What follows belongs to an exercise in optimizing a design on an open flow for small area; a production flow would make more cautious choices. RTL that was checked went through simulation tests only; none was proved equivalent to the original. The flow treats the clock pin as an ideal source. Dropping or thinning the clock tree relies on that and would not hold on a real chip. No activity file was given, so power comes from the tool's default toggle rates.

==> module cpu_dec3, before the edit <==
module cpu_dec3 (
  input  logic [2:0] a,
  output wire [7:0] y
);
  wire [2:0] an;
  wire [3:0] hn;    
  for (genvar j = 0; j < 3; j++) begin : g_inv
    cpu_inv u (.a(a[j]), .y(an[j]));
  end
  cpu_nand2 u_h0 (.a(an[1]), .b(an[0]), .y(hn[0]));
  cpu_nand2 u_h1 (.a(an[1]), .b(a[0]),  .y(hn[1]));
  cpu_nand2 u_h2 (.a(a[1]),  .b(an[0]), .y(hn[2]));
  cpu_nand2 u_h3 (.a(a[1]),  .b(a[0]),  .y(hn[3]));
  for (genvar k = 0; k < 4; k++) begin : g_y
    cpu_nor2 u0 (.a(hn[k]), .b(a[2]),  .y(y[k]));
    cpu_nor2 u1 (.a(hn[k]), .b(an[2]), .y(y[k+4]));
  end
endmodule
==> module cpu_dec3a, before the edit <==
module cpu_dec3a (
  input  wire [2:0] a,
  output wire [7:0] y
);
  wire [2:0] an;
  for (genvar j = 0; j < 3; j++) begin : g_inv
    cpu_inv u (.a(a[j]), .y(an[j]));
  end
  cpu_and3 u0 (.a(an[2]), .b(an[1]), .c(an[0]), .x(y[0]));
  cpu_and3 u1 (.a(an[2]), .b(an[1]), .c(a[0]),  .x(y[1]));
  cpu_and3 u2 (.a(an[2]), .b(a[1]),  .c(an[0]), .x(y[2]));
  cpu_and3 u3 (.a(an[2]), .b(a[1]),  .c(a[0]),  .x(y[3]));
  cpu_and3 u4 (.a(a[2]),  .b(an[1]), .c(an[0]), .x(y[4]));
  cpu_and3 u5 (.a(a[2]),  .b(an[1]), .c(a[0]),  .x(y[5]));
  cpu_and3 u6 (.a(a[2]),  .b(a[1]),  .c(an[0]), .x(y[6]));
  cpu_and3 u7 (.a(a[2]),  .b(a[1]),  .c(a[0]),  .x(y[7]));
endmodule
==> module cpu, before the edit <==
module cpu (
  input  logic        rst_n,
  input  logic        boot_mode,
  input  logic        clk,
  input  logic [23:0] counter,
  output wire  [7:0]  col,
  output wire  [7:0]  row,
  input  logic [15:0] dout,
  output logic [10:0] pc_out
);
  logic [4:0] op;
  logic [2:0] sss;
  assign op  = dout[7:3];
  assign sss = dout[2:0];
  logic [7:0] regs [8];
  logic       c_flag;
  logic       seq;
  logic [3:0] tgt;
  wire [7:0] isel;
  cpu_dec3 u_idec (.a(counter[15:13]), .y(isel));
  for (genvar k = 0; k < 8; k++) begin : g_col
    cpu_inv u (.a(isel[k]), .y(col[7-k]));
  end
  wire [7:0] ssel;
  cpu_dec3a u_sdec (.a(sss), .y(ssel));
  wire [7:0] rs;
  for (genvar b = 0; b < 8; b++) begin : g_rd
    wire [7:0] colb;
    for (genvar k = 0; k < 8; k++) begin : g_k
      assign colb[k] = regs[k][b];
    end
    cpu_mux8 u_rmux (.sel(ssel), .d(colb), .y(rs[b]));
    cpu_mux8 u_lmux (.sel(isel), .d(colb), .y(row[7-b]));
  end
  logic       l, inv, ar, px, pxn, ha, han, rr, rl, mvi;
  wire [7:0] we, wen;
  logic       cout, c_next, seq_next;
  cpu_ctrl u_ctrl (.op(op), .ssel(ssel), .c_flag(c_flag), .cout(cout),
                   .l(l), .inv(inv), .ar(ar), .px(px), .pxn(pxn), .ha(ha), .han(han),
                   .rr(rr), .rl(rl), .mvi(mvi), .we(we), .wen(wen),
                   .c_next(c_next), .seq_next(seq_next));
  wire [7:0] w;
  wire [8:0] cc;
  assign cc[0] = op[2];
  for (genvar b = 0; b < 8; b++) begin : g_alu
    if (b % 2 == 0 && b < 4) begin : g_el
      cpu_alu_e u (.rs(rs[b]), .r0(regs[0][b]), .rsp(rs[(b+1)%8]), .rsm(rs[(b+7)%8]),
                   .imm(dout[b]), .c(cc[b]), .l(l), .inv(inv), .ar(ar), .px(px), .ha(ha),
                   .rr(rr), .rl(rl), .mvi(mvi), .w(w[b]), .cn_out(cc[b+1]));
    end else if (b % 2 == 0) begin : g_eh
      cpu_alu_eh u (.rs(rs[b]), .r0(regs[0][b]), .rsp(rs[(b+1)%8]), .rsm(rs[(b+7)%8]),
                    .c(cc[b]), .l(l), .inv(inv), .ar(ar), .px(px), .ha(ha),
                    .rr(rr), .rl(rl), .w(w[b]), .cn_out(cc[b+1]));
    end else if (b < 4) begin : g_ol
      cpu_alu_o u (.rs(rs[b]), .r0(regs[0][b]), .rsp(rs[(b+1)%8]), .rsm(rs[(b+7)%8]),
                   .imm(dout[b]), .cn(cc[b]), .l(l), .inv(inv), .ar(ar), .pxn(pxn), .han(han),
                   .rr(rr), .rl(rl), .mvi(mvi), .w(w[b]), .c_out(cc[b+1]));
    end else begin : g_oh
      cpu_alu_oh u (.rs(rs[b]), .r0(regs[0][b]), .rsp(rs[(b+1)%8]), .rsm(rs[(b+7)%8]),
                    .cn(cc[b]), .l(l), .inv(inv), .ar(ar), .pxn(pxn), .han(han),
                    .rr(rr), .rl(rl), .w(w[b]), .c_out(cc[b+1]));
    end
  end
  assign cout = cc[8];
  wire  [7:0] rnext [8];
  for (genvar k = 0; k < 8; k++) begin : g_wr
    for (genvar b = 0; b < 8; b++) begin : g_b
      cpu_a22o u (.a1(w[b]), .a2(we[k]), .b1(regs[k][b]), .b2(wen[k]), .x(rnext[k][b]));
    end
  end
  wire [10:0] pc;
  cpu_pc u_pc (.seq(seq), .tgt(tgt), .q(pc_out), .pc(pc));
  always_ff @(posedge clk or negedge rst_n) begin
    if (!rst_n) begin
      for (int k = 0; k < 8; k++) regs[k] <= 8'd0;
      c_flag <= 1'b0;
      seq    <= 1'b0;
      tgt    <= 4'd0;
      pc_out <= 11'd0;
    end else begin
      for (int k = 0; k < 8; k++) regs[k] <= rnext[k];
      c_flag <= c_next;
      seq    <= seq_next;
      tgt    <= dout[3:0];
      pc_out <= pc;
    end
  end
endmodule
Settings: LEC_CHECK=0, CAP_MARGIN=20, CORE_MARGIN=2, CORE_UTILIZATION=60, GPL_TIMING_DRIVEN=0, SLEW_MARGIN=20, SYNTH_HIERARCHICAL=1; clock period 4.5 ns.
standard.sh (not shown) runs the stock make flow with config.mk's settings and CLKGATE_MAP_FILE= SYNTH_SCRIPT=/design/flow/synth_recipe.tcl, a recipe that flattens the netlist after the stock synthesis.
==> flow/flow/run.sh <==
#!/bin/bash
# Own layout flow: the standard synthesis, then every combinational cell
# set to its smallest drive strength, then the standard layout steps with
# plain buf_1 port buffers, synthesis buffers removed, and a clock tree of
# clkbuf_4 without dummy loads. Hooks: post_place.tcl sizes the reset port
# buffer; clocktree.tcl rebalances the clock tree's leaves. Each tool's output goes to its own log here.
set -euo pipefail
bash standard.sh synth > synth.log 2>&1
res=orfs/results/$FLOW_PLATFORM/cpu/base
SYNTH_ODB=$res/1_synth.odb openroad -no_init -exit flow/downsize.tcl > downsize.log 2>&1
bash standard.sh finish REMOVE_ABC_BUFFERS=1 \
  POST_GLOBAL_PLACE_TCL=$PWD/flow/post_place.tcl POST_CTS_TCL=$PWD/flow/clocktree.tcl \
  "BUFFER_PORTS_ARGS=-buffer_cell sky130_fd_sc_hd__buf_1" \
  "CTS_ARGS=-sink_clustering_enable -repair_clock_nets -dont_use_dummy_load -buf_list sky130_fd_sc_hd__clkbuf_4" \
  > finish.log 2>&1
Other scripts of this flow, unchanged in this note and not shown: flow/flow/clocktree.tcl, flow/flow/downsize.tcl, flow/flow/post_place.tcl
Rerun with:
--- a/flow/design.v
+++ b/flow/design.v
@@ -64,5 +64,5 @@
 endmodule
 module cpu_dec3 (
-  input  logic [2:0] a,
+  input  wire [2:0] a,
   output wire [7:0] y
 );
@@ -81,20 +81,24 @@
   end
 endmodule
-module cpu_dec3a (
-  input  wire [2:0] a,
-  output wire [7:0] y
+module cpu_scan (
+  input  wire [2:0] i,
+  output wire [7:0] sel,
+  output wire [7:0] col
 );
-  wire [2:0] an;
+  wire [2:0] in;
   for (genvar j = 0; j < 3; j++) begin : g_inv
-    cpu_inv u (.a(a[j]), .y(an[j]));
+    cpu_inv u (.a(i[j]), .y(in[j]));
+  end
+  cpu_nand3 u0 (.a(in[2]), .b(in[1]), .c(in[0]), .y(col[7]));
+  cpu_nand3 u1 (.a(in[2]), .b(in[1]), .c(i[0]),  .y(col[6]));
+  cpu_nand3 u2 (.a(in[2]), .b(i[1]),  .c(in[0]), .y(col[5]));
+  cpu_nand3 u3 (.a(in[2]), .b(i[1]),  .c(i[0]),  .y(col[4]));
+  cpu_nand3 u4 (.a(i[2]),  .b(in[1]), .c(in[0]), .y(col[3]));
+  cpu_nand3 u5 (.a(i[2]),  .b(in[1]), .c(i[0]),  .y(col[2]));
+  cpu_nand3 u6 (.a(i[2]),  .b(i[1]),  .c(in[0]), .y(col[1]));
+  cpu_nand3 u7 (.a(i[2]),  .b(i[1]),  .c(i[0]),  .y(col[0]));
+  for (genvar k = 0; k < 8; k++) begin : g_sel
+    cpu_inv u (.a(col[7-k]), .y(sel[k]));
   end
-  cpu_and3 u0 (.a(an[2]), .b(an[1]), .c(an[0]), .x(y[0]));
-  cpu_and3 u1 (.a(an[2]), .b(an[1]), .c(a[0]),  .x(y[1]));
-  cpu_and3 u2 (.a(an[2]), .b(a[1]),  .c(an[0]), .x(y[2]));
-  cpu_and3 u3 (.a(an[2]), .b(a[1]),  .c(a[0]),  .x(y[3]));
-  cpu_and3 u4 (.a(a[2]),  .b(an[1]), .c(an[0]), .x(y[4]));
-  cpu_and3 u5 (.a(a[2]),  .b(an[1]), .c(a[0]),  .x(y[5]));
-  cpu_and3 u6 (.a(a[2]),  .b(a[1]),  .c(an[0]), .x(y[6]));
-  cpu_and3 u7 (.a(a[2]),  .b(a[1]),  .c(a[0]),  .x(y[7]));
 endmodule
 module cpu_mux8 (
@@ -217,4 +221,18 @@
   cpu_nand3  u3 (.a(tn), .b(y0), .c(y1), .y(w));
 endmodule
+module cpu_alu_e0 (
+  input  logic rs, r0, rsp, rsm, imm, c,
+  input  logic l, inv, ar, px, ha, rr, rl, mvi,
+  output wire w, cn_out
+);
+  wire xa, p, g, s, t;
+  cpu_a21o   u_xa (.a1(r0), .a2(l), .b1(inv), .x(xa));
+  cpu_or2    u_t  (.a(xa), .b(c), .x(t));
+  cpu_ha     u_pg (.a(rs), .b(xa), .s(p), .c(g));
+  cpu_nand2  u_c  (.a(rs), .b(t), .y(cn_out));
+  cpu_xor2   u_s  (.a(p), .b(c), .x(s));
+  cpu_wsel_e u_w  (.s(s), .p(p), .g(g), .rsp(rsp), .rsm(rsm), .imm(imm),
+                   .ar(ar), .px(px), .ha(ha), .rr(rr), .rl(rl), .mvi(mvi), .w(w));
+endmodule
 module cpu_alu_e (
   input  logic rs, r0, rsp, rsm, imm, c,
@@ -313,10 +331,7 @@
   logic [3:0] tgt;
   wire [7:0] isel;
-  cpu_dec3 u_idec (.a(counter[15:13]), .y(isel));
-  for (genvar k = 0; k < 8; k++) begin : g_col
-    cpu_inv u (.a(isel[k]), .y(col[7-k]));
-  end
+  cpu_scan u_scan (.i(counter[15:13]), .sel(isel), .col(col));
   wire [7:0] ssel;
-  cpu_dec3a u_sdec (.a(sss), .y(ssel));
+  cpu_dec3 u_sdec (.a(sss), .y(ssel));
   wire [7:0] rs;
   for (genvar b = 0; b < 8; b++) begin : g_rd
@@ -339,5 +354,9 @@
   assign cc[0] = op[2];
   for (genvar b = 0; b < 8; b++) begin : g_alu
-    if (b % 2 == 0 && b < 4) begin : g_el
+    if (b == 0) begin : g_e0
+      cpu_alu_e0 u (.rs(rs[b]), .r0(regs[0][b]), .rsp(rs[(b+1)%8]), .rsm(rs[(b+7)%8]),
+                    .imm(dout[b]), .c(cc[b]), .l(l), .inv(inv), .ar(ar), .px(px), .ha(ha),
+                    .rr(rr), .rl(rl), .mvi(mvi), .w(w[b]), .cn_out(cc[b+1]));
+    end else if (b % 2 == 0 && b < 4) begin : g_el
       cpu_alu_e u (.rs(rs[b]), .r0(regs[0][b]), .rsp(rs[(b+1)%8]), .rsm(rs[(b+7)%8]),
                    .imm(dout[b]), .c(cc[b]), .l(l), .inv(inv), .ar(ar), .px(px), .ha(ha),
- final cell count hardly moves
- sequential cell count is unchanged
- setup slack improves by 0.0077 ns
- hold slack improves by 0.012 ns
- routed wire length increases by about 0.4%
- core utilization decreases by 0.39 points
- total power decreases by about 0.9%
- global-route usage increases by 0.87 points
- final area decreases by 0.58%
- area after synthesis stays flat
- sequential share of layout area increases by 0.26 points
- critical path depth decreases by 1
Function not checked in the first run of this note: the RTL went through the layout flow alone. In every run of this note, the design's own scripts or RTL, not TritonCTS, make the clock network.

==> what the ideal ports hide <==
How much do the figures lean on ideal ports? The routed layouts below were timed once more, with nothing changed but the port constraints.
Step 1 (the two cells are an assumption about what drives the block):
set clk [get_ports {clk}]
set_driving_cell -lib_cell sky130_fd_sc_hd__clkbuf_16 $clk
set_driving_cell -lib_cell sky130_fd_sc_hd__buf_2 [delete_from_list [all_inputs] $clk]
Step 2 adds t to the input delays and takes it off the output delays; t is the mean of the earliest and latest rising clock arrival at the registers after step 1. Input paths then give back, and output paths get back, about the clock's delay inside the block.
a / b / c = ideal ports / drivers / drivers and shift; a / b = the first two.
run | t (ns) | slack for setup (ns) | slew at the worst register clock pin (ns)
the first run | 0.481 | 0.128 / 0.135 / -0.346 | 0.12 / 0.12
the second run | 0.452 | 0.136 / 0.138 / -0.313 | 0.11 / 0.11
With both steps, setup timing fails in the first run and the second run, where it was met with ideal ports. For the first run, which loses most, drivers alone change the setup slack by +0.007 ns; drivers and shift together by -0.474 ns.
